What follows belongs to an exercise in optimizing a design on an open flow for small area; a production flow would make more cautious choices.
At most, simulation tests tie the RTL to the original design; equivalence was not proved.
Only the layout flow was run in run 1; the RTL was not checked for function there.

==> flow/design.v, too long to show whole: its modules and the start of the top module <==
// module FA: 6 lines
// module HA: 6 lines
// module STDP_multiplier: 8 lines
// module STDPmodel: 2548 lines
module STDPmodel (reset, clk, T_pre, T_post, W_previous, W_new);
  // ...
==> flow/run.sh <==
#!/bin/bash
# synth_recipe.tcl (not shown) runs the flow's synth.tcl, then flattens the netlist and writes it again
# the make line also repeats each setting of config.mk as NAME=value (left out here)
make -C /OpenROAD-flow-scripts/flow DESIGN_CONFIG=/design/flow/config.mk WORK_HOME=/design/flow/orfs CLKGATE_MAP_FILE= SYNTH_SCRIPT=/design/flow/synth_recipe.tcl finish
==> flow/config.mk <==
export PLATFORM = sky130hd
export DESIGN_NAME = STDPmodel
export DESIGN_NICKNAME = STDPmodel
export VERILOG_FILES = /design/flow/design.v
export SDC_FILE = /design/flow/constraint.sdc
export NUM_CORES = 4
export LEC_CHECK = 0
export CAP_MARGIN = 20
export CORE_MARGIN = 2
export CORE_UTILIZATION = 40
export SLEW_MARGIN = 20
export SYNTH_HIERARCHICAL = 1
export SYNTH_MINIMUM_KEEP_SIZE = 0
==> flow/constraint.sdc <==
create_clock -name core_clock -period 25.0 [get_ports {clk}]
set_input_delay 5.0000 -clock core_clock [delete_from_list [all_inputs] [get_ports {clk}]]
set_output_delay 5.0000 -clock core_clock [all_outputs]
set_load 0.01 [all_outputs]
==> reports/metrics.cfg, run 1 <==
[run_status]
status = no timing/DRC/antenna violations

[logic_synthesis]
synth-edff-count = 0
netlist_top_cells_count = sky130_fd_sc_hd__fa_1 (253), sky130_fd_sc_hd__xnor2_1 (157), sky130_fd_sc_hd__a22oi_1 (153)
combinational_family_with_the_most_area_after_synthesis = adder cells
synth_mux_area_frac = 0.0218
yosysSeqAreaShare = 0.0360
syn_avg_cell_area_sq_um = 9.26

[critical_path]
critical_path_depth = 42
critPathRequiredTime_ns = 20.00
worst_setup_path_end_kind = output pin
crit_path_start = W_previous[20]
crit_type = in2out

[finish]
finalNonFillerCells = 1950
clock_cell_area_share = 0.00529
largest_register = r2
largestClassByArea = multi-input gates
layout_common_cells = sky130_fd_sc_hd__fa_1 (253), sky130_fd_sc_hd__xnor2_1 (157), sky130_fd_sc_hd__a22oi_1 (153)

[global_routing]
grtUsageTotal = 0.226
grt_pass1_vias = 11692

[cts]
cts_tree = yes
cts_post_setup_buffers_inserted = 0
htree_num_levels = 1

[sta]
timing.final.crit_period_ns = 24.29
finalHoldViolations = 0

[detailed_routing]
maxUsedRoutingLayer = met4

[placed_design]
post-place-ws_ns = 0.615

[floorplanning]
io_pins = 130

==> inputs of run 2 (changes only) <==
--- a/flow/design.v
+++ b/flow/design.v
@@ -5,4 +5,9 @@
   assign co = (a & b) | (c & (a ^ b));
 endmodule
+module BPP (one, two, neg, a, b, pp);
+  input one, two, neg, a, b;
+  output pp;
+  assign pp = ((one & a) | (two & b)) ^ neg;
+endmodule
 module HA (a, b, s, co);
   input a, b;
--- a/flow/config.mk
+++ b/flow/config.mk
@@ -6,4 +6,5 @@
 export NUM_CORES = 4
 export LEC_CHECK = 0
+export ABC_AREA = 1
 export CAP_MARGIN = 20
 export CORE_MARGIN = 2
==> reports/metrics.cfg, run 2 <==
[critical_path]
critPathRequiredTime_ns = 20.00  ; about the same
worst_setup_path_end_kind = output pin
cpMaxStageDelayCell = sky130_fd_sc_hd__clkdlybuf4s50_1
critPathMostFrequentCell = sky130_fd_sc_hd__fa_1
critPathArrivalTime_ns = 18.39
worst_path_largest_cell_delay_ns = 1.01
crit_type = in2out
startpoint_type = input port
critical_path.max_fanout = 16

[finish]
n_antenna_cell = 0
n_fill_cell = 3423
multi_input_comb_area_sq_um = 11900
layout_common_cells = sky130_fd_sc_hd__fa_1 (253), sky130_fd_sc_hd__nand2_1 (209), sky130_fd_sc_hd__inv_1 (182)
largest_register_ffs = 23
layout_commonest_cell = sky130_fd_sc_hd__fa_1
fin_area_sq_um = 15000
largest_register = r2
seqCellArea_sq_um = 500
fraction_of_final_layout_cells_with_drive_strength_greater_than_1 = 0.0620
largest_registers = r2 x23, A x1, s x1
area_delta_synth_final_pct = 9.29
final_nets = 2108

[logic_synthesis]
number_of_warnings_printed_during_yosys_synthesis = 7
netlist_instances = 1642
synth_area_leaders = sky130_fd_sc_hd__fa_1 (37%), sky130_fd_sc_hd__xor2_1 (11%), sky130_fd_sc_hd__ha_1 (8.7%)
netlist_top_cells_count = sky130_fd_sc_hd__fa_1 (253), sky130_fd_sc_hd__nand2_1 (209), sky130_fd_sc_hd__inv_1 (182)
dominantRegCellSynth = sky130_fd_sc_hd__dfxtp_1
syn_avg_cell_area_sq_um = 8.37  ; -9.6%
yosys_register_bits = 25
yosys.cell_count.top_type = sky130_fd_sc_hd__fa_1
post-synth-top-area-fraction = 0.369
synth-async-reset-ratio = 0
yosysTopAreaCell = sky130_fd_sc_hd__fa_1
synth-edff-count = 0  ; unchanged
yosysUniqueCellTypes = 55
post_synth_instance_area_sq_um = 13700
yosysSeqAreaShare = 0.0364  ; +0.000404

[floorplanning]
io_pins = 130  ; unchanged
rows = 67
die-area_sq_um = 35800
fp.dieH_microns = 189
die_width_microns = 189
initial_core_util = 0.408
core_area_sq_um = 33700

[detailed_routing]
drt_iter0_drc = 838
routed_via_density = 5.59
drt_drc_violations_left = 0
via_count = 11795
wl_per_cell_microns = 18.9
drt.antenna.violating_nets = 0
firstDrtPassIters = 5
detail_route.wirelength_microns = 39800

[cts]
cts_tree = yes
max-clock-path-buffers = 2
clk_transition_reported_paths_ns = 0.06
clock-sinks = 25
cts_post_setup_buffers_inserted = 0  ; unchanged
htree_num_levels = 1  ; unchanged
post_cts_resize_count = 0
cts-buffers-inserted = 3
post_cts_hold_buffer_count = 0
cts-root-buf = sky130_fd_sc_hd__clkbuf_16

[hold_path]
hold_path.startpoint = reset
hold_path.class = in2reg
min_to = A
number_of_cells_traversed_by_the_worst_hold_path = 2

[global_routing]
grt_overflow = 0
grtUsageTotal = 0.228  ; +0.00229
grt_max_degree = 80
grt_pass1_vias = 12481  ; +6.7%
grt_first_pass_wirelength_microns = 65300
antenna_violations_before_repair = 0

[sta]
fmax_mhz = 42.7
timing.final.crit_period_ns = 23.39  ; -0.902 ns
setup_viol = 0
fin_crit_sh = 0.936
slew_headroom = 0.398
maxSlewViolCount = 0
setup-tns-final_ns = 0
finalHoldViolations = 0  ; unchanged
worstMarginPinSlew_ns = 0.900
setup_repair_after_global_routing_missed_its_margin = no
fin_ws_ns = 1.61

[placed_design]
post-place-ws_ns = 1.55  ; +0.938 ns
io_buffers = 98
dp_hpwl_microns = 31100
gpl_wtd_cong = 0.891
placed_area_sq_um = 14900

[run_status]
status = no timing/DRC/antenna violations

[job]
number_of_maximum_capacitance_constraint_violations = 0

[run 2: changes by cell type in the layout (fill, tap and decap cells not counted), sizes merged, moves of 20 or more]
cell   delta
nor2b    -20
a22oi   -153
inv     +108
xnor2   -148
o22ai   +175
a21oi    -26
a31oi    -21
nand3    +51
nand2   +165
xor2    +123
[run 2: metal layers]
metal,global-route usage,routed length [microns],vias to the layer above
met5,0,0,-
met4,0.0719,1340,0
met3,0.0400,2980,104
met2,0.396,19200,499
met1,0.289,16200,5795
li1,-,-,5397
[run 2: per-module statistics from Yosys (local to each module, per instance)]
module	area, sq um	cells	flops+latches
STDPmodel	8200	1351	25
HA	12.5	1	0
FA	20.0	1	0
[run 2: cell families (layout without fill, tap and decap cells)]
group	after synthesis	count (layout)	synth area share
AND/OR/NAND/NOR	422	422	0.139
adder cells (fa/ha/maj)	348	348	0.455
buffers and inverters	334	339	0.103
AO/OA/AOI/OAI	321	321	0.141
XOR/XNOR	185	185	0.120
flip-flops	25	25	0.0364
multiplexers	6	6	0.00437
other	1	15	0.000273
[run 2: cell type report]
| cell class | count | area share |
|---|---|---|
| clock buffer | 3 | 0.00500 |
| clock inverter | 1 | 0.000333 |
| inverter | 206 | 0.0515 |
| multi-input combinational | 1297 | 0.792 |
| sequential | 25 | 0.0333 |
| tap | 448 | 0.0373 |
| timing repair buffer | 129 | 0.0808 |
[run 2: through the flow]
step / instances / utilization / hold WS [ns]
floorplan: 1656 / - / 5.08
CTS: 2109 / 0.446 / 5.36
global route: 2109 / 0.446 / 5.35
detailed placement: 2105 / 0.443 / 5.64
finish: 2109 / 0.446 / 5.34
global placement: 2105 / 0.443 / 5.63
[run 2: critical path: cells and delay by family]
| family | cells | cell delay, ns |
|---|---|---|
| xor+xnor | 1 | 0.21 |
| compound gates | 9 | 1.14 |
| mux | 1 | 0.61 |
| buf+inv | 5 | 2.23 |
| fa+ha+maj | 20 | 8.25 |
| simple gates | 10 | 0.90 |
[run 2: worst max path at each step]
stage                         startpoint        end  slack, ns
final                     W_previous[17]  W_new[17]       1.61
after global routing      W_previous[17]  W_new[17]       0.80
after detailed placement  W_previous[17]  W_new[17]       1.55
after floorplan           W_previous[17]  W_new[19]       2.98
after CTS                 W_previous[17]  W_new[21]       1.54
after global placement    W_previous[17]  W_new[21]       1.64

==> what the ideal ports hide <==
Ports are ideal in the flow. The routed layouts listed here were re-timed in OpenROAD.
Step 1: set_driving_cell puts a clkbuf_16 on clk and a buf_2 on each other input, an assumption about the parent block.
Step 2 also shifts input and output timing later by t, the mid clock arrival at the registers, as if the neighbouring blocks saw the same clock.
a / b / c = ideal ports / drivers / drivers and shift; a / b = the first two.
| run | shift t [ns] | setup WS [ns] | worst data-port slew with drivers (ns) |
|---|---|---|---|
| run 1 | 0.289 | 0.706 / 0.679 / 0.679 | 0.04 |
| run 2 | 0.293 | 1.608 / 1.584 / 1.584 | 0.05 |
After both steps every run listed still meets setup and hold. For run 1, which loses most, drivers alone change the setup slack by -0.027 ns; drivers and shift together by -0.027 ns.
